This is an optimization exercise on Yosys and OpenROAD, whose aim is small area, a short achievable clock period and few clock cycles per item, not a production implementation. The RTL was checked by simulation tests, not by an equivalence proof against the original design. In every run shown here, the design's own scripts or RTL, not TritonCTS, make the clock network. The clock input has no modelled driver; a real chip could not lean on it and would need a root buffer or a full tree. Power figures rest on the tool's default switching activity, not on a simulated workload.

**flow/config.mk**
```make
export PLATFORM = sky130hd
export DESIGN_NAME = fp_add
export DESIGN_NICKNAME = fp_add
export VERILOG_FILES = /design/flow/design.v
export SDC_FILE = /design/flow/constraint.sdc
export NUM_CORES = 8
export LEC_CHECK = 0
export CAP_MARGIN = 20
export CORE_MARGIN = 2
export CORE_UTILIZATION = 60
export SLEW_MARGIN = 20
```
**flow/constraint.sdc**
```tcl
create_clock -name core_clock -period 10.0 [get_ports {clk}]
set_input_delay 2.0000 -clock core_clock [delete_from_list [all_inputs] [get_ports {clk}]]
set_output_delay 2.0000 -clock core_clock [all_outputs]
set_load 0.01 [all_outputs]
```
**flow/design.v**
```verilog
module fp_add (
    input  [63:0] in_A,
    input  [63:0] in_B,
    input         clk,
    input         rst_n,
    input         in_valid,
    output [63:0] result,
    output        out_valid
);
integer k;
reg [6:0] v;
always @(posedge clk or negedge rst_n) begin
    if (!rst_n) v <= 7'd0;
    else        v <= {v[5:0], in_valid};
end
assign out_valid = v[6];
wire hA_i = |in_A[62:52], hB_i = |in_B[62:52];
reg [63:0] a0, b0;
reg        hA, hB;
always @(posedge clk) begin
    a0 <= {in_A[63:53], in_A[52] | ~hA_i, in_A[51:0]};
    b0 <= {in_B[63:53], in_B[52] | ~hB_i, in_B[51:0]};
    hA <= hA_i;
    hB <= hB_i;
end
wire        sA = a0[63], sB = b0[63];
wire [10:0] eA = a0[62:52], eB = b0[62:52];
wire [51:0] mA = a0[51:0],  mB = b0[51:0];
wire [52:0] fA = {hA, mA};
wire [52:0] fB = {hB, mB};
wire        infA = &eA, infB = &eB;
wire        nanA = infA & (|mA), nanB = infB & (|mB);
wire [11:0] dAB, dBA;
genvar sg, sl, si;
generate
    for (sg = 0; sg < 2; sg = sg + 1) begin : SUBS
        wire [10:0] u = sg ? eB : eA;
        wire [10:0] w = sg ? ~eA : ~eB;
        wire [11:0] sG [0:4];
        wire [11:0] sP [0:4];
        assign sG[0] = {u & w, 1'b1};
        assign sP[0] = {u ^ w, 1'b0};
        for (sl = 0; sl < 4; sl = sl + 1) begin : LV
            for (si = 0; si < 12; si = si + 1) begin : B
                if (si >= (1 << sl)) begin : C
                    assign sG[sl+1][si] = sG[sl][si] | (sP[sl][si] & sG[sl][si - (1 << sl)]);
                    assign sP[sl+1][si] = sP[sl][si] & sP[sl][si - (1 << sl)];
                end else begin : N
                    assign sG[sl+1][si] = sG[sl][si];
                    assign sP[sl+1][si] = sP[sl][si];
                end
            end
        end
        wire [11:0] r = {~sG[4][11], sP[0][11:1] ^ sG[4][10:0]};
        if (sg == 0) begin : AB
            assign dAB = r;
        end else begin : BA
            assign dBA = r;
        end
    end
endgenerate
wire        a_ge = ~dAB[11];                        
wire [6:0]  s7   = a_ge ? dAB[6:0] : dBA[6:0];    
wire        o64  = a_ge ? (|dAB[10:6]) : (|dBA[10:6]);
wire        o128 = a_ge ? (|dAB[10:7]) : (|dBA[10:7]);
wire        sub  = sA ^ sB;
reg  [52:0] fBig1, fSm1;
reg  [6:0]  sc1;
reg         o64_1, o128_1;
reg  [10:0] E1;
reg         sgn1, sub1, inf1, nan1;
always @(posedge clk) begin
    fBig1 <= a_ge ? fA : fB;
    fSm1  <= a_ge ? (fB ^ {53{sub}}) : (fA ^ {53{sub}});
    sc1   <= s7;
    o64_1 <= o64;
    o128_1 <= o128;
    E1    <= a_ge ? eA : eB;
    sgn1  <= a_ge ? sA : sB;
    sub1  <= sub;
    inf1  <= infA | infB;
    nan1  <= nanA | nanB | (infA & infB & (sA ^ sB));
end
wire [54:0] w0 = o64_1 ? {55{sub1}} : {fSm1, {2{sub1}}};
wire [54:0] w1 = sc1[5] ? {{32{sub1}}, w0[54:32]} : w0;
wire [54:0] w2 = sc1[4] ? {{16{sub1}}, w1[54:16]} : w1;
wire [54:0] w3 = sc1[3] ? {{8{sub1}},  w2[54:8]}  : w2;
wire [54:0] w4 = sc1[2] ? {{4{sub1}},  w3[54:4]}  : w3;
wire [54:0] w5 = sc1[1] ? {{2{sub1}},  w4[54:2]}  : w4;
wire [54:0] w6 = sc1[0] ? {sub1,       w5[54:1]}  : w5;
reg  [52:0] band;
always @(*) begin
    for (k = 0; k < 53; k = k + 1)
        band[k] = (sc1 >= k + 3) && ({1'b0, sc1} <= k + 53);
end
reg  [52:0] X2;
reg  [54:0] Y2;
reg         st2;
reg  [10:0] E2;
reg         sgn2, sub2, inf2, nan2;
always @(posedge clk) begin
    X2   <= fBig1;
    Y2   <= w6;
    st2  <= ~o128_1 & (|((fSm1 ^ {53{sub1}}) & band));
    E2   <= E1;
    sgn2 <= sgn1;
    sub2 <= sub1;
    inf2 <= inf1;
    nan2 <= nan1;
end
wire [55:0] opX = {X2, 3'b000};
wire [55:0] opY = {Y2, st2 ^ sub2};    
wire [56:0] ag = {opX & opY, sub2};
wire [56:0] ap = {opX ^ opY, 1'b0};
wire [56:0] aG [0:6];
wire [56:0] aP [0:6];
assign aG[0] = ag;
assign aP[0] = ap;
genvar al, ai;
generate
    for (al = 0; al < 6; al = al + 1) begin : ADL
        for (ai = 0; ai < 57; ai = ai + 1) begin : ADB
            if ((ai >> al) & 1) begin : C
                assign aG[al+1][ai] = aG[al][ai] | (aP[al][ai] & aG[al][((ai >> al) << al) - 1]);
                assign aP[al+1][ai] = aP[al][ai] & aP[al][((ai >> al) << al) - 1];
            end else begin : N
                assign aG[al+1][ai] = aG[al][ai];
                assign aP[al+1][ai] = aP[al][ai];
            end
        end
    end
endgenerate
wire [56:0] F   = {sub2 ^ aG[6][56], ap[56:1] ^ aG[6][55:0]};
reg  [56:0] F3;
reg  [10:0] E3;
reg         sgn3, sub3, inf3, nan3;
reg         neg3, hi3;     
always @(posedge clk) begin
    F3   <= F;
    neg3 <= sub2 & F[56];
    hi3  <= ~sub2 & F[56];
    E3   <= E2;
    sgn3 <= sgn2;
    sub3 <= sub2;
    inf3 <= inf2;
    nan3 <= nan2;
end
wire        neg  = neg3;
wire        hi   = hi3;
wire [52:0] frac = neg ? ~F3[55:3] : hi ? F3[56:4] : F3[55:3];
wire        gb   = hi ? F3[3] : F3[2];
wire        rb   = hi ? F3[2] : F3[1];
wire        sb   = hi ? (F3[1] | F3[0]) : F3[0];
wire        rnd  = neg | (gb & (rb | frac[0] | sb));
wire [52:0] pfx [0:6];
assign pfx[0] = frac;
genvar pl, pj;
generate
    for (pl = 0; pl < 6; pl = pl + 1) begin : PAL
        for (pj = 0; pj < 53; pj = pj + 1) begin : PAB
            if ((pj >> pl) & 1) begin : C
                assign pfx[pl+1][pj] = pfx[pl][pj] & pfx[pl][((pj >> pl) << pl) - 1];
            end else begin : N
                assign pfx[pl+1][pj] = pfx[pl][pj];
            end
        end
    end
endgenerate
wire [53:0] fr   = {rnd & pfx[6][52], frac ^ {{52{rnd}} & pfx[6][51:0], rnd}};
wire        ones = neg ? ~(|F3[55:3]) : hi ? (&F3[56:4]) : (&F3[55:3]);
wire        fr53 = rnd & ones;
wire [11:0] E3p0 = {1'b0, E3};
wire [11:0] E3p1 = {1'b0, E3} + 12'd1;
wire [11:0] E3p2 = {1'b0, E3} + 12'd2;
wire [11:0] exp0 = (hi & fr53) ? E3p2 : (hi | fr53) ? E3p1 : E3p0;
reg  [52:0] f4;
reg  [11:0] x4;
reg         sgn4, inf4, nan4;
always @(posedge clk) begin
    f4   <= {fr53 | fr[52], fr[51:0]};
    x4   <= exp0;
    sgn4 <= sgn3 ^ neg;
    inf4 <= inf3;
    nan4 <= nan3;
end
reg  [53:0] mark;
always @(*) begin
    for (k = 0; k < 54; k = k + 1)
        mark[k] = (x4 == 53 - k);
end
wire [63:0] lz_in = {({1'b0, f4} | mark), 10'h3ff};
wire [31:0] l1v; wire [31:0] l1c;
wire [15:0] l2v; wire [31:0] l2c;
wire [7:0]  l3v; wire [23:0] l3c;
wire [3:0]  l4v; wire [15:0] l4c;
wire [1:0]  l5v; wire [9:0]  l5c;
wire [5:0]  t;
genvar g;
generate
    for (g = 0; g < 32; g = g + 1) begin : L1
        assign l1v[g] = lz_in[2*g+1] | lz_in[2*g];
        assign l1c[g] = ~lz_in[2*g+1];
    end
    for (g = 0; g < 16; g = g + 1) begin : L2
        assign l2v[g] = l1v[2*g+1] | l1v[2*g];
        assign l2c[2*g+1:2*g] = l1v[2*g+1] ? {1'b0, l1c[2*g+1]} : {1'b1, l1c[2*g]};
    end
    for (g = 0; g < 8; g = g + 1) begin : L3
        assign l3v[g] = l2v[2*g+1] | l2v[2*g];
        assign l3c[3*g+2:3*g] = l2v[2*g+1] ? {1'b0, l2c[4*g+3:4*g+2]} : {1'b1, l2c[4*g+1:4*g]};
    end
    for (g = 0; g < 4; g = g + 1) begin : L4
        assign l4v[g] = l3v[2*g+1] | l3v[2*g];
        assign l4c[4*g+3:4*g] = l3v[2*g+1] ? {1'b0, l3c[6*g+5:6*g+3]} : {1'b1, l3c[6*g+2:6*g]};
    end
    for (g = 0; g < 2; g = g + 1) begin : L5
        assign l5v[g] = l4v[2*g+1] | l4v[2*g];
        assign l5c[5*g+4:5*g] = l4v[2*g+1] ? {1'b0, l4c[8*g+7:8*g+4]} : {1'b1, l4c[8*g+3:8*g]};
    end
endgenerate
assign t = l5v[1] ? {1'b0, l5c[9:5]} : {1'b1, l5c[4:0]};
wire ovf  = ((x4 == 12'd2047) & f4[52]) |
            ((x4 == 12'd2048) & (|f4[52:51])) |
            ((x4 == 12'd2049) & (|f4[52:50]));
wire zero = ~(|f4);
wire [11:0] x4p1   = x4 + 12'd1;
reg  [53:0] p5;
reg  [5:0]  t5;
reg  [11:0] x5;           
reg         sgn5, big5, nan5;
always @(posedge clk) begin
    p5   <= t[5] ? {f4[21:0], 32'd0} : {1'b0, f4};
    t5   <= t;
    x5   <= x4p1;
    sgn5 <= sgn4 & ~nan4 & (inf4 | ~zero);
    big5 <= inf4 | ovf;
    nan5 <= nan4;
end
wire [53:0] p6 = t5[4] ? {p5[37:0], 16'd0} : p5;
wire [53:0] p7 = t5[3] ? {p6[45:0], 8'd0}  : p6;
wire [53:0] p8 = t5[2] ? {p7[49:0], 4'd0}  : p7;
wire [53:0] p9 = t5[1] ? {p8[51:0], 2'd0}  : p8;
wire [53:0] pa = t5[0] ? {p9[52:0], 1'd0}  : p9;
wire        normal = pa[53];
wire [11:0] e1     = x5 - {6'd0, t5};
reg  [63:0] res;
always @(posedge clk) begin
    if (nan5)
        res <= {1'b0, 11'h7ff, 52'd1};
    else if (big5)
        res <= {sgn5, 11'h7ff, 52'd0};
    else
        res <= {sgn5, normal ? e1[10:0] : 11'd0, pa[52:1]};
end
assign result = res;
endmodule
```
**flow/flow/run.sh**
```bash
#!/bin/bash
set -euo pipefail
TREE=$PWD/flow/cts_tree.tcl
PORTS="BUFFER_PORTS_ARGS=-inputs -outputs -buffer_cell sky130_fd_sc_hd__buf_1"
MY_ABC_SCRIPT=$PWD/flow/map.abc bash standard.sh SYNTH_SCRIPT=$PWD/flow/my_synth.tcl synth > synth.log 2>&1
bash standard.sh SETUP_SLACK_MARGIN=7.1 floorplan > floorplan.log 2>&1
bash standard.sh SETUP_SLACK_MARGIN=7.1 "$PORTS" place > place.log 2>&1
bash standard.sh SETUP_SLACK_MARGIN=7.1 PRE_CTS_TCL=$TREE cts > cts.log 2>&1
for step in grt route finish; do
  bash standard.sh SETUP_SLACK_MARGIN=7.1 $step > $step.log 2>&1
done
```
**flow/flow/cts_tree.tcl**
```tcl
# Sourced by ORFS's cts.tcl (PRE_CTS_TCL) in place of TritonCTS: builds a
# two-level clock tree. Root buffers on the clock port each drive a group
# of leaf buffers; each leaf buffer sits at the centre of a k-means cluster
# of flip-flops and drives them. All flip-flops see the same two buffer
# stages; the tree only shortens the clock's insertion delay.
proc my_clock_tree { {nleaf 20} {nroot 4} {bufname sky130_fd_sc_hd__clkbuf_16} } {
  set db [ord::get_db]
  set block [ord::get_db_block]
  set master [$db findMaster $bufname]
  set clk_net [$block findNet clk]
  set sinks {}
  foreach it [$clk_net getITerms] {
    set inst [$it getInst]
    set bb [$inst getBBox]
    lappend sinks [list $it [expr {([$bb xMin] + [$bb xMax]) / 2.0}] [expr {([$bb yMin] + [$bb yMax]) / 2.0}]]
  }
  set n [llength $sinks]
  # k-means: seed with sinks spread by sorted order
  set sorted [lsort -real -index 1 $sinks]
  set cx {}; set cy {}
  for {set k 0} {$k < $nleaf} {incr k} {
    set s [lindex $sorted [expr {int(($k + 0.5) * $n / $nleaf)}]]
    lappend cx [lindex $s 1]; lappend cy [lindex $s 2]
  }
  for {set iter 0} {$iter < 30} {incr iter} {
    set sx [lrepeat $nleaf 0.0]; set sy [lrepeat $nleaf 0.0]; set cnt [lrepeat $nleaf 0]
    set assign {}
    foreach s $sinks {
      set x [lindex $s 1]; set y [lindex $s 2]
      set best 0; set bd 1e30
      for {set k 0} {$k < $nleaf} {incr k} {
        set d [expr {abs($x - [lindex $cx $k]) + abs($y - [lindex $cy $k])}]
        if {$d < $bd} { set bd $d; set best $k }
      }
      lappend assign $best
      lset sx $best [expr {[lindex $sx $best] + $x}]
      lset sy $best [expr {[lindex $sy $best] + $y}]
      lset cnt $best [expr {[lindex $cnt $best] + 1}]
    }
    for {set k 0} {$k < $nleaf} {incr k} {
      if {[lindex $cnt $k] > 0} {
        lset cx $k [expr {[lindex $sx $k] / [lindex $cnt $k]}]
        lset cy $k [expr {[lindex $sy $k] / [lindex $cnt $k]}]
      }
    }
  }
  # roots: k-means of leaf centres into nroot groups
  set leaves {}
  for {set k 0} {$k < $nleaf} {incr k} { lappend leaves [list $k [lindex $cx $k] [lindex $cy $k]] }
  set lsorted [lsort -real -index 1 $leaves]
  set rx {}; set ry {}
  for {set r 0} {$r < $nroot} {incr r} {
    set s [lindex $lsorted [expr {int(($r + 0.5) * $nleaf / $nroot)}]]
    lappend rx [lindex $s 1]; lappend ry [lindex $s 2]
  }
  set rassign [lrepeat $nleaf 0]
  for {set iter 0} {$iter < 20} {incr iter} {
    set sx [lrepeat $nroot 0.0]; set sy [lrepeat $nroot 0.0]; set cnt [lrepeat $nroot 0]
    for {set k 0} {$k < $nleaf} {incr k} {
      set x [lindex $cx $k]; set y [lindex $cy $k]
      set best 0; set bd 1e30
      for {set r 0} {$r < $nroot} {incr r} {
        set d [expr {abs($x - [lindex $rx $r]) + abs($y - [lindex $ry $r])}]
        if {$d < $bd} { set bd $d; set best $r }
      }
      lset rassign $k $best
      lset sx $best [expr {[lindex $sx $best] + $x}]
      lset sy $best [expr {[lindex $sy $best] + $y}]
      lset cnt $best [expr {[lindex $cnt $best] + 1}]
    }
    for {set r 0} {$r < $nroot} {incr r} {
      if {[lindex $cnt $r] > 0} {
        lset rx $r [expr {[lindex $sx $r] / [lindex $cnt $r]}]
        lset ry $r [expr {[lindex $sy $r] / [lindex $cnt $r]}]
      }
    }
  }
  set w [$master getWidth]; set h [$master getHeight]
  # root buffers
  set rnets {}
  for {set r 0} {$r < $nroot} {incr r} {
    set inst [odb::dbInst_create $block $master "clkroot_$r"]
    set net [odb::dbNet_create $block "clkroot_net_$r"]
    $net setSigType CLOCK
    [$inst findITerm A] connect $clk_net
    [$inst findITerm X] connect $net
    $inst setLocation [expr {int([lindex $rx $r] - $w / 2)}] [expr {int([lindex $ry $r] - $h / 2)}]
    $inst setPlacementStatus PLACED
    lappend rnets $net
  }
  # leaf buffers
  set lnets {}
  for {set k 0} {$k < $nleaf} {incr k} {
    set inst [odb::dbInst_create $block $master "clkleaf_$k"]
    set net [odb::dbNet_create $block "clkleaf_net_$k"]
    $net setSigType CLOCK
    [$inst findITerm A] connect [lindex $rnets [lindex $rassign $k]]
    [$inst findITerm X] connect $net
    $inst setLocation [expr {int([lindex $cx $k] - $w / 2)}] [expr {int([lindex $cy $k] - $h / 2)}]
    $inst setPlacementStatus PLACED
    lappend lnets $net
  }
  set i 0
  foreach s $sinks {
    set it [lindex $s 0]
    $it disconnect
    $it connect [lindex $lnets [lindex $assign $i]]
    incr i
  }
  $clk_net setSigType CLOCK
  puts "my_clock_tree: $n sinks, $nleaf leaves, $nroot roots"
}

rename clock_tree_synthesis tritoncts_clock_tree_synthesis
proc clock_tree_synthesis { args } {
  my_clock_tree 40 4
}
```
**flow/flow/map.abc**
```
strash
dch
map -D 2100
topo
stime -c
buffer -c
upsize -c -D 2100
dnsize -c -D 2100
```
**flow/flow/my_synth.tcl**
```tcl
# synth_recipe.tcl (the standard synthesis script) with one change: the
# final ABC technology mapping uses flow/map.abc, a delay-targeted mapping
# (map -D 2100) with buffering and sizing, instead of ORFS's abc_speed
# script. Registers, their names and cell types are untouched: ABC maps only
# the logic between them.
proc synth {args} { yosys synth -nofsm -noshare {*}$args }
proc abc {args} {
  set i [lsearch -exact $args -script]
  if {$i >= 0} { lset args [expr {$i + 1}] $::env(MY_ABC_SCRIPT) }
  yosys abc {*}$args
}
source $::env(SCRIPTS_DIR)/synth.tcl
# left out here: clear keep_hierarchy, flatten, clean up, hide names made inside functions, write 1_2_yosys.v
```
**flow/standard.sh**
```bash
#!/bin/bash
# synth_recipe.tcl (not shown) runs the flow's synth.tcl, then flattens the netlist and writes it again
# the make line also repeats each setting of config.mk as NAME=value (left out here)
make -C /OpenROAD-flow-scripts/flow DESIGN_CONFIG=/design/flow/config.mk WORK_HOME=/design/flow/orfs CLKGATE_MAP_FILE= SYNTH_SCRIPT=/design/flow/synth_recipe.tcl "${@:-finish}"
```
==> impl_metrics.toml, run 1 <==
[floorplanning]
chipHeight_um = 233
ioPinCount = 196
die_area_um2 = 54500
fp.coreArea_um2 = 52300
initial_core_util_pct = 60.3
num_rows = 84
die_w_um = 233

[critical_path]
path_buf_inv = 1
r2r-start = "X2[21]"
path_cells = "clkbuf_2"
rrSetupSlack_ns = 7.08
critPathSlowestCell = "dfrtp_1"
path_delay_family = "flip-flops"
startpoint = "v[6]"
startpoint_type = "flip-flop"
crit_fanout = 1
max_stage_delay_ns = 0.37
r2r_cells = 20
crit_end = "out_valid"
path_class = "flip-flop to output port"
cp_num_cells = 1
arrival_ns = 0.95
worstPathRequired_ns = 8.00
regToRegEndpoint = "F3[56]"
endpoint_kind = "output port"

[synthesis]
synth_cell_types = 63
syn_area_per_cell_um2 = 7.58
synth_ff_type = "dfxtp_1"
ys_ff_latch = 670
syn_inst = 4164
syn_area_um2 = 31600
synth-edff-count = 0
synthArstFlopShare_pct = 1.04
yosys.area.top_type = "dfxtp_1"
synth.most_common_cell = "nand2_1"
synthTopCellsByArea = "dfxtp_1, nand2_1, o21ai_0"
yosys-top-cells-count = "nand2_1, dfxtp_1, o21ai_0"
synth_top_area_share_pct = 42.0
syn-num-nets = 4393
ys_seq_area_share_pct = 42.6
yosysWarnings = 1

[layout]
drive_gt1_share_pct = 9.27
finish.instance_area_um2 = 35500
area_delta_synth_final_pct = 12.4
fin_cells = 4992
final_nets = 4534

[timing]
period_needed_ns = 2.95
finalSetupViolCount = 0
slew_headroom_pct = 35.6
tightest_slew_ns = 0.965
timing.final.ws_setup_ns = 7.05
fin_setup_tns_ns = 0
period_share_pct = 29.5
hold_slack_ns = 0.297
fin_skew_ns = 0.0902
finalHoldViolations = 0
slew_violations = 0
rsz0062_at_grt = "yes"
max_freq_mhz = 339

[placed_design]
gp_congestion = 1.05
dpl_cell_area_um2 = 32600
dp_hpwl_um = 70000
pre_cts_ws_ns = 6.24
place_inst = 4876
numPortBuffers = 195

[outcome]
status = "timing/DRC/antenna clean"

[global_route]
grt_remaining_overflow = 0
grt_usage_pct = 33.1
grt_max_degree = 145
antenna_found_initial = 1
first_global_vias = 26200
grt_pass1_wl_um = 142000

[drt]
dr.pass1.iters = 7
drc = 0
drtIter0Drc = 2847
wl_met1_um = 38100
highest_layer = "met4"
antenna_left = 0
wl_met3_um = 5590
via_count = 28600
avgRoutedWirePerCell_um = 19.1
drt_wl_total_um = 95300
vias_per_cell = 5.72
wl_met2_um = 45400

[clock_tree]
clk_pin_slew_ns = 0.12
clk_latency_ns = 0.45
cts_hold_buf = 0

[pwr]
power.leakage_uw = 0.0154
p_per_area_nw_per_um2 = 309
peakVddDrop_mv = 0.212

[flow_run]
cap_violations = 0

[worst_hold_path]
hp-class = "flip-flop to flip-flop"
[state kept, by name, indices dropped and copies added (netlist names), 54 cells and up]
register	count
b0	64
a0	64
p5	54
res	64
F3	57
Y2	55
[report_power, final]
part	switching [µW]	leakage, µW	internal (µW)	total, µW
Clock	792	0.000542	777	1570
Combinational	3350	0.00923	1880	5220
Sequential	646	0.00567	3530	4180
[worst min path at each step]
stage                         start      to  cells past startpoint
after CTS                     E1[2]   E2[2]                      0
after floorplan               E1[0]   E2[0]                      0
final                     fBig1[49]  X2[49]                      0
after global routing      fBig1[49]  X2[49]                      0
after global placement     fBig1[3]   X2[3]                      0
after detailed placement      E1[2]   E2[2]                      0
[area by class of cell]
type	instances	area, µm²
sequential	670	13500
buffer	44	1100
multi-input combinational	2828	16200
timing repair inverter	3	16.3
timing repair buffer	293	2000
tap	688	861
fill	4559	16900
inverter	465	1820
antenna	1	2.50
[routing by layer]
layer,GRT usage (%),up-vias
met5,0,-
met4,17.5,0
met3,3.76,316
met2,56.9,1102
met1,40.6,13100
li1,-,14100
[layout by cell type, fill, tap and decap left out, types with 52 or more instances in the layout]
cell type,Yosys,final
buf_1,35,140
nand3_1,97,92
ha_1,91,88
clkbuf_16,0,52
inv_1,443,429
nand4_1,53,53
o21ai_0,556,547
nor2_1,311,282
mux2i_1,53,53
o211ai_1,61,61
a21oi_1,247,234
buf_4,7,65
dfxtp_1,663,635
nand2_1,771,762
xor2_1,179,179
[cells by family (layout without fill, tap and decap cells)]
logic type               after synthesis  count (layout)  synth area share (%)
XOR/XNOR                             211             211                  5.85
other                                  0               1                     0
multiplexers                          53              53                  1.68
AND/OR/NAND/NOR                     1378            1383                  18.4
AO/OA/AOI/OAI                       1083            1083                  19.2
buffers and inverters                671             805                  8.23
flip-flops                           670             670                  42.6
adder cells (fa/ha/maj)               98              98                  4.05
[per-stage QoR]
| step | power (µW) | utilization, % |
|---|---|---|
| after floorplan | 7390 | - |
| after global placement | 8780 | 62.3 |
| after detailed placement | 8810 | 62.3 |
| after CTS | 10300 | 65.6 |
| after global routing | 11800 | 67.8 |
| final | 11000 | 67.8 |
[what timing repair did]
action	4_1_cts	5_1_grt
endpoints found under the setup margin	291	304
gates cloned	10	9
gates resized for setup	77	280
pin swaps	8	45
setup buffers	25	27
Testbench counts, summed over its fixed seeds: cycles 80,056, items 80,000.
==> run 2: changes to the inputs <==
==> flow/flow/map.abc (replaced) <==
strash
dch
map -D 2300
topo
stime -c
buffer -c
upsize -c -D 2300
dnsize -c -D 2300
--- a/flow/flow/my_synth.tcl
+++ b/flow/flow/my_synth.tcl
@@ -2,3 +2,3 @@
 # final ABC technology mapping uses flow/map.abc, a delay-targeted mapping
-# (map -D 2100) with buffering and sizing, instead of ORFS's abc_speed
+# (map -D 2300) with buffering and sizing, instead of ORFS's abc_speed
 # script. Registers, their names and cell types are untouched: ABC maps only
==> run 2 against run 1 <==
Effect of this change: clock power is essentially flat; first-iteration DRC count shrank 1.0%; critical endpoint is now f4[52]; wire length is essentially flat; total power shrank 0.41%; via count grew 0.83%; utilization grew 0.64 points; largest cell class unchanged; synthesized cell count is essentially flat; highest routed layer is now met5; die area shrank 0.15%; flip-flop and latch count is the same; still clean; clock skew shrank 0.031 ns; combinational power is essentially flat.
==> impl_metrics.toml, run 2 <==
[placed_design]
pre_cts_ws_ns = 6.00
dp_hpwl_um = 70400
gp_congestion = 1.04
dpl_cell_area_um2 = 32600
numPortBuffers = 195

[layout]
final_common_cell = "nand2_1"
top_regs = "a0 (64), b0 (64), res (64)"
multi_input_area_um2 = 16200
area_delta_synth_final_pct = 13.4
layout_common_cells = "nand2_1, dfxtp_1, o21ai_0"
seq_area_um2 = 13500
final_nets = 4572
finish.instance_area_um2 = 35700
fillers = 4334
drive_gt1_share_pct = 9.65
fin_util_pct = 68.4

[pwr]
p_per_area_nw_per_um2 = 306
peakVddDrop_mv = 0.176
combPwrFrac_pct = 47.5
power_switching_uw = 4770
p_int_uw = 6150
swShare_pct = 43.7
power.leakage_uw = 0.0155
power_frac_seq_pct = 38.2
clockPowerShare_pct = 14.3

[global_route]
antenna_found_initial = 4
grt_remaining_overflow = 0
grt_usage_pct = 33.2
grt_max_degree = 82
gr-usage-met1_pct = 40.1
met2_usage_pct = 56.5
first_global_vias = 26300
use_met3_pct = 3.96
grt_pass1_wl_um = 142000
busiest_layer = "met2"

[timing]
finalSetupViolCount = 0
fin_skew_ns = 0.0590
rsz0062_at_grt = "yes"
slew_headroom_pct = 36.5
slew_violations = 0
max_freq_mhz = 344
tightest_slew_ns = 0.953
period_share_pct = 29.1
finalHoldViolations = 0
fin_setup_tns_ns = 0
period_needed_ns = 2.91
timing.final.ws_setup_ns = 7.09
hold_slack_ns = 0.301

[drt]
drt_wl_total_um = 95200
via_count = 28800
antenna_left = 0
vias_per_cell = 5.73
avgRoutedWirePerCell_um = 18.9
dr.pass1.iters = 8
drtIter0Drc = 2818
drc = 0

[clock_tree]
cts_hold_buf = 0
clk_pin_slew_ns = 0.10
clk_latency_ns = 0.40

[floorplanning]
initial_core_util_pct = 60.4
ioPinCount = 196
num_rows = 84
chipHeight_um = 233
die_area_um2 = 54400
die_w_um = 233
fp.coreArea_um2 = 52200

[synthesis]
synthArstFlopShare_pct = 1.04
synth_cell_types = 63
syn_inst = 4167
ys_ff_latch = 670
yosys.area.top_type = "dfxtp_1"
syn_area_per_cell_um2 = 7.57
synth_top_area_share_pct = 42.1
yosys-top-cells-count = "nand2_1, dfxtp_1, o21ai_0"
syn_area_um2 = 31500
synth.most_common_cell = "nand2_1"
yosysWarnings = 1
syn-num-nets = 4396
synthTopCellsByArea = "dfxtp_1, nand2_1, o21ai_0"
synth-edff-count = 0
ys_seq_area_share_pct = 42.6
synth_ff_type = "dfxtp_1"

[critical_path]
crit_fanout = 21
worstPathRequired_ns = 10.35
arrival_ns = 3.26
path_class = "flip-flop to flip-flop"
rrSetupSlack_ns = 7.09
startpoint_type = "flip-flop"
endpoint_kind = "flip-flop"

[flow_run]
cap_violations = 0

[outcome]
status = "timing/DRC/antenna clean"

[worst_hold_path]
hp-class = "flip-flop to flip-flop"
run 2: cells by family after synthesis:
group	after synthesis	synth area share, %
AOI/OAI and AO/OA	1081	19.2
xor gates and xnor gates	207	5.75
adders and majority gates	98	4.06
buffers and inverters	674	8.23
DFF	670	42.6
muxes	54	1.71
and+or+nand+nor	1383	18.4
run 2: power by group through the flow:
stage                     logic [µW]  clock network [µW]  registers [µW]
after floorplan                 3420                   0            3960
after global placement          4580                   0            4180
after detailed placement        4600                   0            4200
after CTS                       4840                1290            4200
after global routing            5780                1680            4230
final                           5190                1560            4170
run 2: cell type report:
class,count,area share [%]
Sequential cell,670,37.7
Multi-Input combinational cell,2825,45.4
Timing Repair inverter,3,0.0665
Timing Repair Buffer,331,6.25
Tap cell,688,2.41
Antenna cell,1,0.00700
Inverter,468,5.10
Buffer,44,3.08
run 2: path summary, 6_finish.rpt:
kind                                to  cells after the start  startpoint
worst max-delay path            f4[52]                     19        neg3
max in group asynchronous         v[5]                      1       rst_n
worst min-delay path            X2[41]                      0   fBig1[41]
min in group asynchronous         v[0]                      1       rst_n
worst max register to register  f4[52]                     19        neg3
worst min register to register  X2[41]                      0   fBig1[41]
run 2: worst max-delay path, cell delays in order (launching register included):
cell      delay [ns]
dfxtp_4         0.41
clkinv_8        0.11
buf_16          0.18
o21ai_4         0.18
nand2_2         0.09
inv_2           0.05
nand3_1         0.08
nand3b_1        0.23
nor3_2          0.24
nand3_2         0.12
nor2_4          0.14
inv_2           0.08
nor2_4          0.15
nand2_4         0.08
nor2_4          0.13
and3_4          0.20
nand2_4         0.06
nor3_4          0.16
nand2_1         0.08
o211ai_1        0.08
run 2: layer usage:
layer | up-vias | routed length (µm)
li1 | 14200 | -
met5 | - | 15
met1 | 13200 | 37800
met4 | 2 | 6600
met3 | 336 | 5630
met2 | 1141 | 45200
run 2: per-stage QoR:
stage / instances / total power [µW]
after global routing: 5029 / 11700
final: 5030 / 10900
after CTS: 4974 / 10300
after global placement: 4878 / 8760
after detailed placement: 4878 / 8800
after floorplan: 4167 / 7380
run 2: what timing repair did:
item                                    CTS  global route
buffers inserted                         42            51
endpoints found under the setup margin  249           252
resized for setup                       108           210
pin swaps                                23            39
gates cloned                             10             4
==> run 3: changes to the inputs <==
==> flow/flow/map.abc (replaced) <==
strash
dch
map -D 1900
topo
stime -c
buffer -c
upsize -c -D 1900
dnsize -c -D 1900
--- a/flow/flow/my_synth.tcl
+++ b/flow/flow/my_synth.tcl
@@ -2,3 +2,3 @@
 # final ABC technology mapping uses flow/map.abc, a delay-targeted mapping
-# (map -D 2300) with buffering and sizing, instead of ORFS's abc_speed
+# (map -D 1900) with buffering and sizing, instead of ORFS's abc_speed
 # script. Registers, their names and cell types are untouched: ABC maps only
==> run 3 against run 2 <==
Effect of this change: still clean on timing, DRC and antenna; sequential share of layout area is 0.20 points higher; register-to-register slack better by 0.06 ns; utilization is 0.49 points lower; via count down 0.66%; critical path depth decreased by 18; clock power is essentially flat; total power rose by 0.36%; combinational power is essentially flat; worst setup slack improved by 0.016 ns; largest cell class unchanged.
==> impl_metrics.toml, run 3 <==
[outcome]
status = "timing/DRC/antenna clean"

[layout]
n_antenna_cell = 0
final_nets = 4544
multi_input_area_um2 = 16200
seq_area_um2 = 13500
top_regs = "a0 (64), b0 (64), res (64)"
final_common_cell = "nand2_1"
area_delta_synth_final_pct = 12.6
drive_gt1_share_pct = 8.72
fillers = 4536
layout_common_cells = "nand2_1, dfxtp_1, o21ai_0"

[critical_path]
startpoint_type = "flip-flop"
path_class = "flip-flop to output port"
path_delay_family = "flip-flops"
path_cells = "buf_2"
critPathSlowestCell = "dfxtp_1"
crit_fanout = 1
worstPathRequired_ns = 8.00
startpoint = "res[61]"
arrival_ns = 0.89
path_buf_inv = 1
r2r-start = "X2[13]"
endpoint_kind = "output port"
rrSetupSlack_ns = 7.15
max_stage_delay_ns = 0.33

[synthesis]
synth_cell_types = 62
syn_inst = 4163
synthTopCellsByArea = "dfxtp_1, nand2_1, o21ai_0"
synth.most_common_cell = "nand2_1"
yosysWarnings = 1
synth_top_area_share_pct = 42.0
ys_ff_latch = 670
syn_area_um2 = 31600
syn-num-nets = 4392
syn_area_per_cell_um2 = 7.59
synth-edff-count = 0
yosys.area.top_type = "dfxtp_1"
synth_ff_type = "dfxtp_1"
yosys-top-cells-count = "nand2_1, dfxtp_1, o21ai_0"
synthArstFlopShare_pct = 1.04
ys_seq_area_share_pct = 42.6

[drt]
antenna_left = 0
via_count = 28600
vias_per_cell = 5.72
avgRoutedWirePerCell_um = 19.1
dr.pass1.iters = 6
drc = 0
drt_wl_total_um = 95800
drtIter0Drc = 2546

[pwr]
power.leakage_uw = 0.0153
peakVddDrop_mv = 0.174
p_per_area_nw_per_um2 = 308
power_uw = 11000

[timing]
slew_headroom_pct = 33.1
rsz0062_at_grt = "yes"
max_freq_mhz = 345
tightest_slew_ns = 0.997
hold_slack_ns = 0.307
timing.final.ws_setup_ns = 7.11
period_share_pct = 28.9
fin_skew_ns = 0.0973
finalSetupViolCount = 0
finalHoldViolations = 0
period_needed_ns = 2.89
fin_setup_tns_ns = 0
slew_violations = 0

[floorplanning]
die_w_um = 233
initial_core_util_pct = 60.3
fp.coreArea_um2 = 52300
num_rows = 84
ioPinCount = 196
chipHeight_um = 233
die_area_um2 = 54500

[worst_hold_path]
hp-class = "flip-flop to flip-flop"
hp-start = "fBig1[21]"

[placed_design]
pre_cts_ws_ns = 6.06
numPortBuffers = 195
dp_hpwl_um = 69700
gp_congestion = 1.03

[global_route]
grt_pass1_wl_um = 141000
grt_remaining_overflow = 0
grt_max_degree = 66
antenna_found_initial = 1
first_global_vias = 26300
grt_usage_pct = 33.0

[flow_run]
cap_violations = 0

[clock_tree]
clk_pin_slew_ns = 0.11
clk_latency_ns = 0.43
==> run 3: cell count changes after synthesis, moves of 3 or more <==
| cell | before | now |
|---|---|---|
| a21oi_1 | 249 | 242 |
| buf_2 | 14 | 20 |
| clkbuf_1 | 145 | 139 |
| inv_1 | 453 | 439 |
| nand2_1 | 766 | 777 |
| nand3_1 | 99 | 103 |
| nor2_1 | 327 | 308 |
| nor2_2 | 2 | 8 |
| o211ai_1 | 59 | 64 |
| o21ai_0 | 573 | 566 |
| o21ai_1 | 22 | 35 |
| xor2_1 | 176 | 179 |
==> run 3: routing by layer <==
metal  wire length, µm  share of wire [%]  GRT usage [%]
met4              6720                7.0           18.9
met3              5820                6.1           3.74
met1             37700                 39           39.7
met5                 0                  0              0
met2             45500                 48           57.2
==> run 3: path summary, 6_finish.rpt <==
path,endpoint,depth (start not counted)
max in group asynchronous,v[2],1
worst max register to register,F3[56],20
worst min-delay path,X2[21],0
worst min register to register,X2[21],0
worst max-delay path,result[61],1
min in group asynchronous,v[5],1
==> run 3: logic make-up after synthesis <==
family                     Yosys count  share of synthesized area (%)
adders and majority gates           98                           4.05
muxes                               53                           1.68
DFF                                670                           42.6
and+or+nand+nor                   1387                           18.5
buffers and inverters              665                           8.15
AOI/OAI and AO/OA                 1078                           19.1
xor gates and xnor gates           212                           5.88
==> run 3: metrics by stage <==
stage	instance area (µm²)	cells	util (%)
floorplan	31600	4163	-
CTS	34300	4948	65.5
global placement	32600	4874	62.3
finish	35600	5001	67.9
detailed placement	32600	4874	62.3
global route	35600	5001	67.9
==> run 3: report_power, final <==
part,total (µW),internal (µW),switching [µW]
registers,4190,3530,663
clock network,1570,776,790
logic,5200,1870,3340
==> run 3: final cells by class <==
type | instances | share of cell area, %
inverters | 458 | 5.02
plain buffers | 44 | 3.10
flip-flops and latches | 670 | 37.9
repair buffers | 307 | 5.82
repair inverters | 4 | 0.0739
multi-input cells | 2830 | 45.6
well taps | 688 | 2.42
==> run 3: repair_timing <==
item,in CTS,in global routing
pin swaps,3,40
hold buffers,0,0
gates resized for setup,64,231
endpoints found under the setup margin,274,289
buffers inserted,20,44
endpoints found under the hold margin,0,0
cloned,10,9
==> run 4: changes to the inputs <==
--- a/flow/config.mk
+++ b/flow/config.mk
@@ -9,3 +9,3 @@
 export CORE_MARGIN = 2
-export CORE_UTILIZATION = 60
+export CORE_UTILIZATION = 58
 export SLEW_MARGIN = 20
==> run 4 against run 3 <==
Effect of this change: cell count shrank 0.12%; cell area shrank 0.12%; first-iteration DRC count grew 18%; sequential share of layout area grew 0.10 points; critical path depth is the same; die area grew 3.4%; clock skew grew 0.0087 ns; clock power is essentially flat.
==> impl_metrics.toml, run 4 <==
[timing]
timing.final.ws_setup_ns = 7.05
slew_headroom_pct = 35.1
finalSetupViolCount = 0
fin_skew_ns = 0.106
period_needed_ns = 2.95
max_freq_mhz = 340
fin_setup_tns_ns = 0
slew_violations = 0
finalHoldViolations = 0
period_share_pct = 29.5
rsz0062_at_grt = "yes"
tightest_slew_ns = 0.972

[placed_design]
pre_cts_ws_ns = 6.12
dpl_cell_area_um2 = 32600
numPortBuffers = 195
gp_congestion = 1.01
dp_hpwl_um = 70900

[critical_path]
endpoint_kind = "output port"
worstPathRequired_ns = 8.00
startpoint_type = "flip-flop"
critPathSlowestCell = "dfrtp_1"
path_buf_inv = 1
max_stage_delay_ns = 0.37
startpoint = "v[6]"
path_delay_family = "flip-flops"
path_cells = "clkbuf_2"
r2r-start = "sc1[4]"
cp_num_cells = 1
crit_fanout = 1
r2r_cells = 11
arrival_ns = 0.95
path_class = "flip-flop to output port"

[synthesis]
yosys.area.top_type = "dfxtp_1"
syn_area_um2 = 31600
synth_ff_type = "dfxtp_1"
yosysWarnings = 1
syn_area_per_cell_um2 = 7.59
synth_cell_types = 62
ys_seq_area_share_pct = 42.6
yosys-top-cells-count = "nand2_1, dfxtp_1, o21ai_0"
synth_top_area_share_pct = 42.0
synthTopCellsByArea = "dfxtp_1, nand2_1, o21ai_0"
ys_ff_latch = 670
synthArstFlopShare_pct = 1.04
synth-edff-count = 0
syn_inst = 4163
synth.most_common_cell = "nand2_1"
syn-num-nets = 4392

[pwr]
power_frac_seq_pct = 38.2
clockPowerShare_pct = 14.3
power_switching_uw = 4800
p_int_uw = 6170
swShare_pct = 43.7
peakVddDrop_mv = 0.189
power.leakage_uw = 0.0153
power_uw = 11000
p_per_area_nw_per_um2 = 309
combPwrFrac_pct = 47.5

[clock_tree]
clk_latency_ns = 0.45
cts_hold_buf = 0
clk_pin_slew_ns = 0.08

[floorplanning]
chipHeight_um = 237
die_w_um = 237
ioPinCount = 196
initial_core_util_pct = 58.7
die_area_um2 = 56300
fp.coreArea_um2 = 53800
num_rows = 85

[global_route]
first_global_vias = 26200
grt_pass1_wl_um = 144000
antenna_found_initial = 1
grt_usage_pct = 32.2
grt_max_degree = 114
grt_remaining_overflow = 0

[flow_run]
cap_violations = 0

[drt]
vias_per_cell = 5.69
drtIter0Drc = 3004
avgRoutedWirePerCell_um = 19.2
antenna_left = 0
drc = 0
drt_wl_total_um = 95800
via_count = 28400
dr.pass1.iters = 6

[layout]
n_antenna_cell = 0
multi_input_area_um2 = 16200
layout_common_cells = "nand2_1, dfxtp_1, o21ai_0"
final_common_cell = "nand2_1"
area_delta_synth_final_pct = 12.5
fillers = 4777
seq_area_um2 = 13500
fin_util_pct = 66.0
drive_gt1_share_pct = 9.44
final_nets = 4530
finish.instance_area_um2 = 35500
top_regs = "a0 (64), b0 (64), res (64)"

[worst_hold_path]
hold_depth = 0
hp-start = "fBig1[29]"
hp-class = "flip-flop to flip-flop"

[outcome]
status = "timing/DRC/antenna clean"
run 4: cell families after synthesis:
kind of cell / share of synthesized area (%)
AO/OA/AOI/OAI: 19.1
XOR/XNOR: 5.88
adder cells (fa/ha/maj): 4.05
buffers and inverters: 8.15
flip-flops: 42.6
multiplexers: 1.68
AND/OR/NAND/NOR: 18.5
run 4: final timing paths:
kind / slack (ns) / to
min in group asynchronous: 1.41 / v[4]
worst min-delay path: 0.28 / X2[29]
max in group asynchronous: 8.34 / v[6]
worst min register to register: 0.28 / X2[29]
worst max register to register: 7.22 / st2
worst max-delay path: 7.05 / out_valid
run 4: per-stage QoR:
stage | std cells | hold WS [ns]
4_1_cts | 4947 | 0.312
6_report | 4995 | 0.283
2_1_floorplan | 4163 | 0.310
3_3_place_gp | 4878 | 0.311
5_1_grt | 4995 | 0.268
3_5_place_dp | 4878 | 0.312
run 4: repair_timing:
action                                  CTS  global route
pin swaps                                 3            31
cloned                                    9            10
buffers inserted                         16            38
endpoints found under the hold margin     0             0
gates resized for setup                  74           273
endpoints found under the setup margin  290           293
run 4: layer usage:
layer / vias to the layer above / share of wire (%) / global-route usage [%]
met4: 0 / 6.0 / 15.9
met3: 278 / 5.7 / 3.69
met2: 1019 / 48 / 56.5
li1: 14100 / - / -
met5: - / 0 / 0
met1: 13100 / 40 / 39.3
run 4: layout make-up:
| class | count | share of cell area, % |
|---|---|---|
| inverter | 458 | 5.03 |
| multi-input combinational | 2830 | 45.7 |
| timing repair buffer | 291 | 5.61 |
| buffer | 44 | 3.10 |
| tap | 696 | 2.45 |
| timing repair inverter | 6 | 0.102 |
| sequential | 670 | 38.0 |
run 4: power by group through the flow:
stage               clock network, µW  registers [µW]  logic, µW
CTS                              1290            4200       4800
detailed placement                  0            4190       4640
global route                     1690            4250       5820
finish                           1570            4190       5220
global placement                    0            4180       4610
floorplan                           0            3960       3430
==> run 5: changes to the inputs <==
--- a/flow/config.mk
+++ b/flow/config.mk
@@ -9,3 +9,3 @@
 export CORE_MARGIN = 2
-export CORE_UTILIZATION = 58
+export CORE_UTILIZATION = 66
 export SLEW_MARGIN = 20
==> run 5 against run 4 <==
Effect of this change: still clean; total power increased by 0.60%; synthesized cell count unchanged; wire length increased by 3.0%; critical path type is now flip-flop to flip-flop; highest routed layer unchanged.
==> impl_metrics.toml, run 5 <==
[timing]
hold_slack_ns = 0.315
period_needed_ns = 2.98
slew_violations = 0
tightest_slew_ns = 0.997
rsz0062_at_grt = "yes"
fin_setup_tns_ns = 0
period_share_pct = 29.8
fin_skew_ns = 0.0740
finalHoldViolations = 0
slew_headroom_pct = 33.5
max_freq_mhz = 335
finalSetupViolCount = 0

[synthesis]
yosys.area.top_type = "dfxtp_1"
ys_seq_area_share_pct = 42.6
syn-num-nets = 4392
synthTopCellsByArea = "dfxtp_1, nand2_1, o21ai_0"
yosys-top-cells-count = "nand2_1, dfxtp_1, o21ai_0"
yosysWarnings = 1
syn_inst = 4163
syn_area_per_cell_um2 = 7.59
synthArstFlopShare_pct = 1.04
ys_ff_latch = 670
synth_cell_types = 62
syn_area_um2 = 31600
synth_ff_type = "dfxtp_1"
synth.most_common_cell = "nand2_1"
synth-edff-count = 0
synth_top_area_share_pct = 42.0

[flow_run]
cap_violations = 0

[floorplanning]
die_area_um2 = 49600
initial_core_util_pct = 66.6
num_rows = 80
fp.coreArea_um2 = 47400
chipHeight_um = 223
ioPinCount = 196
die_w_um = 223

[layout]
n_antenna_cell = 0
layout_common_cells = "nand2_1, dfxtp_1, o21ai_0"
area_delta_synth_final_pct = 12.1
fin_cells = 4926
drive_gt1_share_pct = 8.79
final_common_cell = "nand2_1"
top_regs = "a0 (64), b0 (64), res (64)"
finish.instance_area_um2 = 35400
final_nets = 4542

[critical_path]
crit_end = "F3[48]"
path_class = "flip-flop to flip-flop"
startpoint_type = "flip-flop"
arrival_ns = 3.27
r2r-start = "X2[12]"
rrSetupSlack_ns = 7.02
regToRegEndpoint = "F3[48]"
worstPathRequired_ns = 10.29
r2r_cells = 18
crit_fanout = 5
endpoint_kind = "flip-flop"
startpoint = "X2[12]"

[pwr]
power_uw = 11000
power.leakage_uw = 0.0153
p_per_area_nw_per_um2 = 312
peakVddDrop_mv = 0.235

[drt]
antenna_left = 0
drc = 0
via_count = 29700
avgRoutedWirePerCell_um = 20.0
drtIter0Drc = 3245
dr.pass1.iters = 7
drt_wl_total_um = 98600
vias_per_cell = 6.02

[placed_design]
numPortBuffers = 195
dpl_cell_area_um2 = 32500
dp_hpwl_um = 69600
gp_congestion = 1.07
place_inst = 4799

[clock_tree]
clk_latency_ns = 0.43
clk_pin_slew_ns = 0.09

[global_route]
use_met3_pct = 3.65
grt_pass1_wl_um = 146000
gr-usage-met1_pct = 43.7
busiest_layer = "met2"
first_global_vias = 27300
grt_max_degree = 81
grt_remaining_overflow = 0
antenna_found_initial = 2
grt_usage_pct = 36.9
met2_usage_pct = 65.3

[worst_hold_path]
hp-class = "flip-flop to flip-flop"

[outcome]
status = "timing/DRC/antenna clean"
run 5: layer usage:
| layer | wire, µm | up-vias | share of wire, % |
|---|---|---|---|
| met3 | 6780 | 408 | 6.9 |
| li1 | - | 14100 | - |
| met1 | 36800 | 13600 | 37 |
| met4 | 7370 | 0 | 7.5 |
| met5 | 0 | - | 0 |
| met2 | 47700 | 1500 | 48 |
run 5: worst max-delay path: stages, from the launching register on:
cell and delay, ns:
dfxtp_1 0.36, ha_2 0.24, a21oi_4 0.18, nor3_2 0.08
a211oi_2 0.20, inv_1 0.09, nand2_2 0.08, a21oi_2 0.06
nor2_1 0.13, inv_2 0.07, a21oi_2 0.11, o21ai_1 0.08
nor2_2 0.15, buf_6 0.15, clkinvlp_4 0.12, buf_6 0.14
buf_6 0.13, a311oi_2 0.28, xor2_1 0.20
run 5: stage by stage:
step / worst slack [ns] / utilization (%)
floorplan: 7.44 / -
detailed placement: 6.04 / 68.5
CTS: 7.10 / 72.1
global placement: 6.19 / 68.5
finish: 7.02 / 74.6
global route: 6.94 / 74.6
run 5: worst min-delay path by stage:
stage              start  slack, ns  endpoint  cells after the start
2_1_floorplan      E1[0]       0.31     E2[0]                      0
3_3_place_gp   fBig1[50]       0.31    X2[50]                      0
3_5_place_dp       E2[4]       0.31     E3[4]                      0
4_1_cts            E2[4]       0.31     E3[4]                      0
5_1_grt             v[2]       0.32      v[3]                      0
6_report           E1[5]       0.32     E2[5]                      0
run 5: cell families (layout without fill, tap and decap cells):
| logic type | Yosys count | in the layout | share of synthesized area, % |
|---|---|---|---|
| DFF | 670 | 670 | 42.6 |
| and+or+nand+nor | 1387 | 1390 | 18.5 |
| muxes | 53 | 53 | 1.68 |
| adders and majority gates | 98 | 98 | 4.05 |
| AOI/OAI and AO/OA | 1078 | 1078 | 19.1 |
| buffers and inverters | 665 | 810 | 8.15 |
| xor gates and xnor gates | 212 | 212 | 5.88 |
run 5: layout make-up:
cell class | instances | area, µm²
repair inverters | 4 | 27.5
fillers | 3554 | 12000
inverters | 458 | 1780
repair buffers | 304 | 2020
plain buffers | 44 | 1100
well taps | 615 | 769
multi-input cells | 2831 | 16200
flip-flops and latches | 670 | 13500
run 5: power by group:
part	total, µW	switching [µW]	internal (µW)
clock	1570	797	777
combinational	5260	3410	1850
sequential	4200	676	3530
run 5: repair_timing:
action / CTS / global route
pin swaps: 6 / 35
cloned: 9 / 11
setup endpoints to repair: 240 / 263
resized for setup: 80 / 203
hold buffers: 0 / 0
buffers inserted: 21 / 42
==> run 6: changes to the inputs <==
--- a/flow/config.mk
+++ b/flow/config.mk
@@ -9,3 +9,3 @@
 export CORE_MARGIN = 2
-export CORE_UTILIZATION = 66
+export CORE_UTILIZATION = 63
 export SLEW_MARGIN = 20
==> run 6 against run 5 <==
Effect of this change: still clean; wire length down 5.0%; critical path depth shrank 17; first-iteration DRC count down 23%; die area grew 4.7%; critical endpoint is now out_valid; largest cell class unchanged.
==> impl_metrics.toml, run 6 <==
[timing]
slew_headroom_pct = 27.8
period_share_pct = 28.9
finalHoldViolations = 0
finalSetupViolCount = 0
fin_setup_tns_ns = 0
rsz0062_at_grt = "yes"
slew_violations = 0
hold_slack_ns = 0.280
fin_skew_ns = 0.104
tightest_slew_ns = 1.07
max_freq_mhz = 346
period_needed_ns = 2.89

[drt]
drtIter0Drc = 2507
via_count = 28700
vias_per_cell = 5.78
drt_wl_total_um = 93600
dr.pass1.iters = 7
antenna_left = 0
avgRoutedWirePerCell_um = 18.8
drc = 0

[outcome]
status = "timing/DRC/antenna clean"

[synthesis]
synthArstFlopShare_pct = 1.04
synth-edff-count = 0
syn-num-nets = 4392
syn_area_um2 = 31600
ys_seq_area_share_pct = 42.6
synth_top_area_share_pct = 42.0
yosysWarnings = 1
syn_inst = 4163
syn_area_per_cell_um2 = 7.59
yosys.area.top_type = "dfxtp_1"
ys_ff_latch = 670
synth_ff_type = "dfxtp_1"
synthTopCellsByArea = "dfxtp_1, nand2_1, o21ai_0"
yosys-top-cells-count = "nand2_1, dfxtp_1, o21ai_0"
synth.most_common_cell = "nand2_1"
synth_cell_types = 62

[floorplanning]
fp.coreArea_um2 = 49900
die_area_um2 = 51900
initial_core_util_pct = 63.3
die_w_um = 228
num_rows = 82
ioPinCount = 196
chipHeight_um = 228

[layout]
fillers = 4144
fin_util_pct = 70.7
layout_common_cells = "nand2_1, dfxtp_1, o21ai_0"
top_regs = "a0 (64), b0 (64), res (64)"
fin_cells = 4969
final_common_cell = "nand2_1"
drive_gt1_share_pct = 8.61
final_nets = 4528
n_antenna_cell = 0
area_delta_synth_final_pct = 11.6

[critical_path]
startpoint = "v[6]"
path_class = "flip-flop to output port"
startpoint_type = "flip-flop"
arrival_ns = 0.89
critPathSlowestCell = "dfrtp_1"
r2r_cells = 20
rrSetupSlack_ns = 7.17
r2r-start = "X2[13]"
regToRegEndpoint = "F3[56]"
worstPathRequired_ns = 8.00
cp_num_cells = 1
path_delay_family = "flip-flops"
crit_end = "out_valid"
max_stage_delay_ns = 0.36
path_cells = "clkbuf_2"
path_buf_inv = 1
crit_fanout = 1
endpoint_kind = "output port"

[clock_tree]
clk_latency_ns = 0.42
clk_pin_slew_ns = 0.07

[placed_design]
place_inst = 4854
numPortBuffers = 195
gp_congestion = 1.05
dp_hpwl_um = 69000

[pwr]
p_int_uw = 6130
power.leakage_uw = 0.0153
power_uw = 10900
peakVddDrop_mv = 0.210
power_frac_seq_pct = 38.5
p_per_area_nw_per_um2 = 309
combPwrFrac_pct = 47.1
clockPowerShare_pct = 14.4
swShare_pct = 43.7
power_switching_uw = 4760

[flow_run]
cap_violations = 0

[global_route]
antenna_found_initial = 2
first_global_vias = 26300
grt_remaining_overflow = 0
grt_max_degree = 132
grt_usage_pct = 33.7
grt_pass1_wl_um = 141000

[worst_hold_path]
hp-class = "flip-flop to flip-flop"
==> run 6: cell counts after synthesis <==
Identical to the previous run, type by type.
==> run 6: worst min-delay path by stage <==
stage	end	from	slack, ns	cells past startpoint
after floorplan	E2[0]	E1[0]	0.31	0
after global placement	E3[1]	E2[1]	0.31	0
after detailed placement	E2[5]	E1[5]	0.31	0
after CTS	X2[13]	fBig1[13]	0.31	0
after global routing	X2[45]	fBig1[45]	0.29	0
final	X2[45]	fBig1[45]	0.28	0
==> run 6: cell families (layout without fill, tap and decap cells) <==
family / count (synthesis) / after routing / synth area share, %
DFF: 670 / 670 / 42.6
AOI/OAI and AO/OA: 1078 / 1078 / 19.1
muxes: 53 / 53 / 1.68
and+or+nand+nor: 1387 / 1388 / 18.5
buffers and inverters: 665 / 798 / 8.15
adders and majority gates: 98 / 98 / 4.05
xor gates and xnor gates: 212 / 212 / 5.88
==> run 6: cell type report <==
type,count,area (µm²),share of cell area [%]
Timing Repair inverter,5,33.8,0.0958
Sequential cell,670,13500,38.3
Tap cell,672,841,2.39
Buffer,44,1100,3.12
Timing Repair Buffer,291,1900,5.40
Inverter,458,1790,5.08
Multi-Input combinational cell,2829,16100,45.6
==> run 6: metal layers <==
layer / wire, µm / GRT usage, % / vias up
met5: 13 / 0 / -
met1: 37000 / 41.2 / 13200
li1: - / - / 14100
met2: 44700 / 58.6 / 1164
met3: 6240 / 4.08 / 318
met4: 5730 / 16.9 / 2
==> run 6: power groups by stage <==
| stage | combinational, µW | clock [µW] | sequential [µW] |
|---|---|---|---|
| global placement | 4530 | 0 | 4200 |
| finish | 5130 | 1570 | 4200 |
| global route | 5710 | 1690 | 4250 |
| floorplan | 3430 | 0 | 3960 |
| CTS | 4740 | 1290 | 4230 |
| detailed placement | 4580 | 0 | 4210 |
==> run 6: metrics by stage <==
step	setup WS, ns	area (µm²)
floorplan	7.44	31600
global placement	6.06	32600
detailed placement	6.04	32600
CTS	7.10	34200
global route	7.00	35300
finish	7.11	35300
==> run 6: worst reg2reg max path, delay by kind of cell, from the launching register on <==
| family | cells | cell delay, ns |
|---|---|---|
| buf+inv | 5 | 0.46 |
| fa+ha+maj | 2 | 0.53 |
| compound gates | 5 | 0.60 |
| simple gates | 8 | 0.75 |
| flops | 1 | 0.35 |
==> run 6: timing repair <==
action / CTS / global route
setup endpoints to repair: 287 / 297
hold buffers: 0 / 0
gates cloned: 8 / 7
buffers inserted: 17 / 39
pin swaps: 5 / 27
gates resized for setup: 76 / 212
==> run 7: changes to the inputs <==
==> flow/flow/run.sh (replaced) <==
#!/bin/bash
set -euo pipefail
TREE=$PWD/flow/cts_tree.tcl
PORTS="BUFFER_PORTS_ARGS=-inputs -outputs -buffer_cell sky130_fd_sc_hd__buf_1"
MY_ABC_SCRIPT=$PWD/flow/map.abc bash standard.sh SYNTH_SCRIPT=$PWD/flow/my_synth.tcl synth > synth.log 2>&1
bash standard.sh SETUP_SLACK_MARGIN=7.25 floorplan > floorplan.log 2>&1
bash standard.sh SETUP_SLACK_MARGIN=7.25 "$PORTS" place > place.log 2>&1
bash standard.sh SETUP_SLACK_MARGIN=7.25 PRE_CTS_TCL=$TREE cts > cts.log 2>&1
for step in grt route finish; do
  bash standard.sh SETUP_SLACK_MARGIN=7.25 $step > $step.log 2>&1
done
--- a/flow/config.mk
+++ b/flow/config.mk
@@ -9,3 +9,3 @@
 export CORE_MARGIN = 2
-export CORE_UTILIZATION = 63
+export CORE_UTILIZATION = 60
 export SLEW_MARGIN = 20
==> run 7 against run 6 <==
Effect of this change: register-to-register slack improved by 0.03 ns; cell area rose by 4.4%; worst setup slack got worse by 0.0034 ns; area after synthesis did not move.
==> impl_metrics.toml, run 7 <==
[floorplanning]
num_rows = 84
fp.coreArea_um2 = 52300
chipHeight_um = 233
die_area_um2 = 54500
initial_core_util_pct = 60.3
die_w_um = 233
ioPinCount = 196

[timing]
slew_headroom_pct = 33.6
fin_setup_tns_ns = 0
finalSetupViolCount = 0
fin_skew_ns = 0.103
rsz0062_at_grt = "yes"
tightest_slew_ns = 0.988
finalHoldViolations = 0
slew_violations = 0
period_needed_ns = 2.89
timing.final.ws_setup_ns = 7.11
period_share_pct = 28.9
max_freq_mhz = 346

[synthesis]
synth-edff-count = 0
syn_area_um2 = 31600
syn-num-nets = 4392
yosysWarnings = 1
synth_top_area_share_pct = 42.0
yosys.area.top_type = "dfxtp_1"
syn_inst = 4163
synthTopCellsByArea = "dfxtp_1, nand2_1, o21ai_0"
yosys-top-cells-count = "nand2_1, dfxtp_1, o21ai_0"
ys_ff_latch = 670
syn_area_per_cell_um2 = 7.59
synth_ff_type = "dfxtp_1"
ys_seq_area_share_pct = 42.6
synth.most_common_cell = "nand2_1"
synthArstFlopShare_pct = 1.04
synth_cell_types = 62

[pwr]
swShare_pct = 43.5
clockPowerShare_pct = 13.8
peakVddDrop_mv = 0.203
power_frac_seq_pct = 37.3
p_int_uw = 6420
power.leakage_uw = 0.0159
power_switching_uw = 4930
combPwrFrac_pct = 48.9
p_per_area_nw_per_um2 = 308
power_uw = 11400

[placed_design]
gp_congestion = 1.03
dpl_cell_area_um2 = 32600
dp_hpwl_um = 69700
pre_cts_ws_ns = 6.06
numPortBuffers = 195

[layout]
final_nets = 4589
drive_gt1_share_pct = 13.3
layout_common_cells = "nand2_1, dfxtp_1, o21ai_0"
n_antenna_cell = 0
top_regs = "a0 (64), b0 (64), res (64)"
area_delta_synth_final_pct = 16.5
final_common_cell = "nand2_1"
finish.instance_area_um2 = 36800
fin_util_pct = 70.3

[drt]
drt_wl_total_um = 98700
dr.pass1.iters = 8
drtIter0Drc = 2844
avgRoutedWirePerCell_um = 19.6
antenna_left = 0
via_count = 29200
vias_per_cell = 5.79
drc = 0

[critical_path]
path_buf_inv = 1
arrival_ns = 0.89
critPathSlowestCell = "dfxtp_1"
path_delay_family = "flip-flops"
crit_fanout = 1
path_cells = "buf_2"
worstPathRequired_ns = 8.00
path_class = "flip-flop to output port"
max_stage_delay_ns = 0.32
endpoint_kind = "output port"
startpoint_type = "flip-flop"

[global_route]
grt_max_degree = 66
grt_pass1_wl_um = 144000
first_global_vias = 26700
grt_remaining_overflow = 0
antenna_found_initial = 2
grt_usage_pct = 33.5

[worst_hold_path]
hp-class = "flip-flop to flip-flop"

[outcome]
status = "timing/DRC/antenna clean"

[clock_tree]
clk_pin_slew_ns = 0.11
clk_latency_ns = 0.43

[flow_run]
cap_violations = 0
-- run 7: cell counts after synthesis --
Identical to the previous run, type by type.
-- run 7: layer usage --
layer / track usage [%] / up-vias / routed length (µm)
li1: - / 14200 / -
met2: 58.0 / 1259 / 46800
met3: 4.47 / 400 / 6500
met1: 39.7 / 13400 / 38000
met5: 0 / - / 11
met4: 20.2 / 2 / 7380
-- run 7: repair_timing --
action                                  in CTS  in global routing
pin swaps                                   24                 55
cloned                                      13                 17
endpoints found under the setup margin     333                353
setup buffers                               37                 61
resized for setup                          130                449
hold buffers                                 0                  0
-- run 7: metrics by stage --
stage                     std cells  hold slack (ns)
after floorplan                4163            0.310
after global placement         4874            0.310
after detailed placement       4874            0.312
after CTS                      4968            0.312
after global routing           5046            0.313
final                          5046            0.315
-- run 7: worst paths after layout --
path	startpoint	cells past startpoint	slack (ns)	to
setup / recovery	res[56]	1	7.11	result[56]
hold / removal	fBig1[21]	0	0.31	X2[21]
setup reg to reg	X2[21]	22	7.20	neg3
hold reg to reg	fBig1[21]	0	0.31	X2[21]
max in group asynchronous	rst_n	1	8.17	v[2]
min in group asynchronous	rst_n	1	1.53	v[5]
-- run 7: cells by family (layout without fill, tap and decap cells) --
group | count (synthesis) | count (layout) | share of synthesized area, %
muxes | 53 | 53 | 1.68
xor gates and xnor gates | 212 | 212 | 5.88
AOI/OAI and AO/OA | 1078 | 1078 | 19.1
buffers and inverters | 665 | 857 | 8.15
and+or+nand+nor | 1387 | 1390 | 18.5
adders and majority gates | 98 | 98 | 4.05
DFF | 670 | 670 | 42.6
-- run 7: layout make-up --
class,instances,area (µm²)
inverter,458,1800
multi-input combinational,2831,16500
timing repair inverter,5,31.3
fill,4303,15500
timing repair buffer,350,2910
tap,688,861
sequential,670,13500
buffer,44,1100
-- run 7: power groups by stage --
stage	clock [µW]	sequential, µW	combinational (µW)
6_report	1570	4230	5550
5_1_grt	1680	4280	6160
4_1_cts	1290	4220	4900
3_5_place_dp	0	4190	4620
3_3_place_gp	0	4180	4580
2_1_floorplan	0	3960	3430
==> run 8: changes to the inputs <==
==> flow/flow/run.sh (replaced) <==
#!/bin/bash
set -euo pipefail
TREE=$PWD/flow/cts_tree.tcl
PORTS="BUFFER_PORTS_ARGS=-inputs -outputs -buffer_cell sky130_fd_sc_hd__buf_1"
MY_ABC_SCRIPT=$PWD/flow/map.abc bash standard.sh SYNTH_SCRIPT=$PWD/flow/my_synth.tcl synth > synth.log 2>&1
bash standard.sh SETUP_SLACK_MARGIN=7.1 SKIP_GATE_CLONING=1 floorplan > floorplan.log 2>&1
bash standard.sh SETUP_SLACK_MARGIN=7.1 SKIP_GATE_CLONING=1 "$PORTS" place > place.log 2>&1
bash standard.sh SETUP_SLACK_MARGIN=7.1 SKIP_GATE_CLONING=1 PRE_CTS_TCL=$TREE cts > cts.log 2>&1
for step in grt route finish; do
  bash standard.sh SETUP_SLACK_MARGIN=7.1 SKIP_GATE_CLONING=1 $step > $step.log 2>&1
done
==> run 8 against run 7 <==
Effect of this change: register-to-register slack worse by 0.04 ns; total power decreased by 3.5%; wire length fell by 3.9%; cell count fell by 0.91%; sequential power decreased by 0.9%; first-iteration DRC count shrank 6.4%; clock skew shrank 0.0040 ns; global-route usage decreased by 0.73 points; critical path type unchanged; synthesized cell count unchanged; still clean; area after synthesis stayed put; utilization shrank 2.5 points.
==> impl_metrics.toml, run 8 <==
[outcome]
status = "timing/DRC/antenna clean"

[synthesis]
synth_compound_area_share_pct = 19.1
synth_top_family_by_area = "compound AO/OA/AOI/OAI gates"
synth.most_common_cell = "nand2_1"
synth_cell_types = 62
synthArstFlopShare_pct = 1.04
yosys.area.top_type = "dfxtp_1"
synth_xor_area_share_pct = 5.88
syn_area_um2 = 31600
synth_top_area_share_pct = 42.0
yosys.area_share.simple_pct = 18.5
synth-edff-count = 0
ys_ff_latch = 670
ys_seq_area_share_pct = 42.6
syn_area_per_cell_um2 = 7.59
synth_ff_type = "dfxtp_1"
yosys-top-cells-count = "nand2_1, dfxtp_1, o21ai_0"
yosysWarnings = 1
syn-num-nets = 4392
synth-adder-area-share_pct = 4.05
synthTopCellsByArea = "dfxtp_1, nand2_1, o21ai_0"
synth.area.mux_share_pct = 1.68
syn_inst = 4163

[placed_design]
place_inst = 4874
gp_congestion = 1.03
numPortBuffers = 195
dpl_cell_area_um2 = 32600
dp_hpwl_um = 69700

[drt]
vias_per_cell = 5.70
drc = 0
avgRoutedWirePerCell_um = 19.0
antenna_left = 0
via_count = 28500
drt_wl_total_um = 94800
dr.pass1.iters = 8
drtIter0Drc = 2662

[critical_path]
endpoint_kind = "output port"
path_delay_family = "flip-flops"
crit_fanout = 1
max_stage_delay_ns = 0.35
critPathSlowestCell = "dfxtp_1"
path_cells = "clkbuf_2"
startpoint_type = "flip-flop"
path_buf_inv = 1
worstPathRequired_ns = 8.00
path_class = "flip-flop to output port"
arrival_ns = 0.91

[floorplanning]
chipHeight_um = 233
num_rows = 84
ioPinCount = 196
fp.coreArea_um2 = 52300
die_area_um2 = 54500
initial_core_util_pct = 60.3
die_w_um = 233

[layout]
final_common_cell = "nand2_1"
drive_gt1_share_pct = 8.93
fin_cells = 5000
layout_common_cells = "nand2_1, dfxtp_1, o21ai_0"
finish.instance_area_um2 = 35500
area_delta_synth_final_pct = 12.4
top_regs = "a0 (64), b0 (64), res (64)"
final_nets = 4543
n_antenna_cell = 0

[pwr]
clockPowerShare_pct = 14.3
power_switching_uw = 4790
swShare_pct = 43.8
peakVddDrop_mv = 0.207
power.leakage_uw = 0.0153
power_uw = 11000
combPwrFrac_pct = 47.5
power_frac_seq_pct = 38.2
p_int_uw = 6160
p_per_area_nw_per_um2 = 309

[timing]
finalHoldViolations = 0
fin_skew_ns = 0.0988
period_share_pct = 29.1
rsz0062_at_grt = "yes"
finalSetupViolCount = 0
slew_violations = 0
hold_slack_ns = 0.312
period_needed_ns = 2.91
tightest_slew_ns = 1.01
max_freq_mhz = 343
fin_setup_tns_ns = 0
slew_headroom_pct = 31.9

[worst_hold_path]
hp-class = "flip-flop to flip-flop"

[global_route]
grt_max_degree = 65
first_global_vias = 26300
grt_usage_pct = 32.8
grt_remaining_overflow = 0
grt_pass1_wl_um = 141000
antenna_found_initial = 1

[clock_tree]
clk_latency_ns = 0.43
clk_pin_slew_ns = 0.11
cts_hold_buf = 0

[flow_run]
cap_violations = 0
-- run 8: cell counts after synthesis --
No cell type changed its count.
-- run 8: per-stage QoR --
step / setup slack (ns) / util, %
after floorplan: 7.44 / -
after global placement: 6.18 / 62.3
after detailed placement: 6.06 / 62.3
after CTS: 7.10 / 65.4
after global routing: 6.96 / 67.8
final: 7.09 / 67.8
-- run 8: repair_timing --
item | in CTS | in global routing
setup endpoints to repair | 274 | 266
gates resized for setup | 64 | 232
setup buffers | 30 | 52
pin swaps | 3 | 40
-- run 8: final cells by class --
cell class	instances	area, µm²
tap	688	861
multi-input combinational	2828	16200
timing repair buffer	312	2040
fill	4512	16800
sequential	670	13500
buffer	44	1100
inverter	458	1770
-- run 8: per-layer routing --
| layer | GRT usage [%] | wire length [µm] | part of all wire (%) |
|---|---|---|---|
| met3 | 3.71 | 5760 | 6.1 |
| met1 | 39.4 | 37400 | 39 |
| met5 | 0 | 0 | 0 |
| met4 | 18.3 | 6270 | 6.6 |
| met2 | 57.1 | 45400 | 48 |
-- run 8: final timing paths --
path	from	end	slack, ns	depth (start not counted)
min	fBig1[21]	X2[21]	0.31	0
min reg2reg	fBig1[21]	X2[21]	0.31	0
max	res[55]	result[55]	7.09	1
max reg2reg	sc1[4]	st2	7.16	13
max in group asynchronous	rst_n	v[2]	8.16	1
min in group asynchronous	rst_n	v[5]	1.53	1
-- run 8: power groups by stage --
stage / Sequential, µW / Clock, µW / Combinational [µW]
5_1_grt: 4240 / 1680 / 5830
4_1_cts: 4200 / 1290 / 4770
6_report: 4190 / 1560 / 5210
3_5_place_dp: 4190 / 0 / 4620
3_3_place_gp: 4180 / 0 / 4580
2_1_floorplan: 3960 / 0 / 3430
-- run 8: cells by family after synthesis --
family / Yosys count
DFF: 670
adders and majority gates: 98
AOI/OAI and AO/OA: 1078
xor gates and xnor gates: 212
muxes: 53
and+or+nand+nor: 1387
buffers and inverters: 665
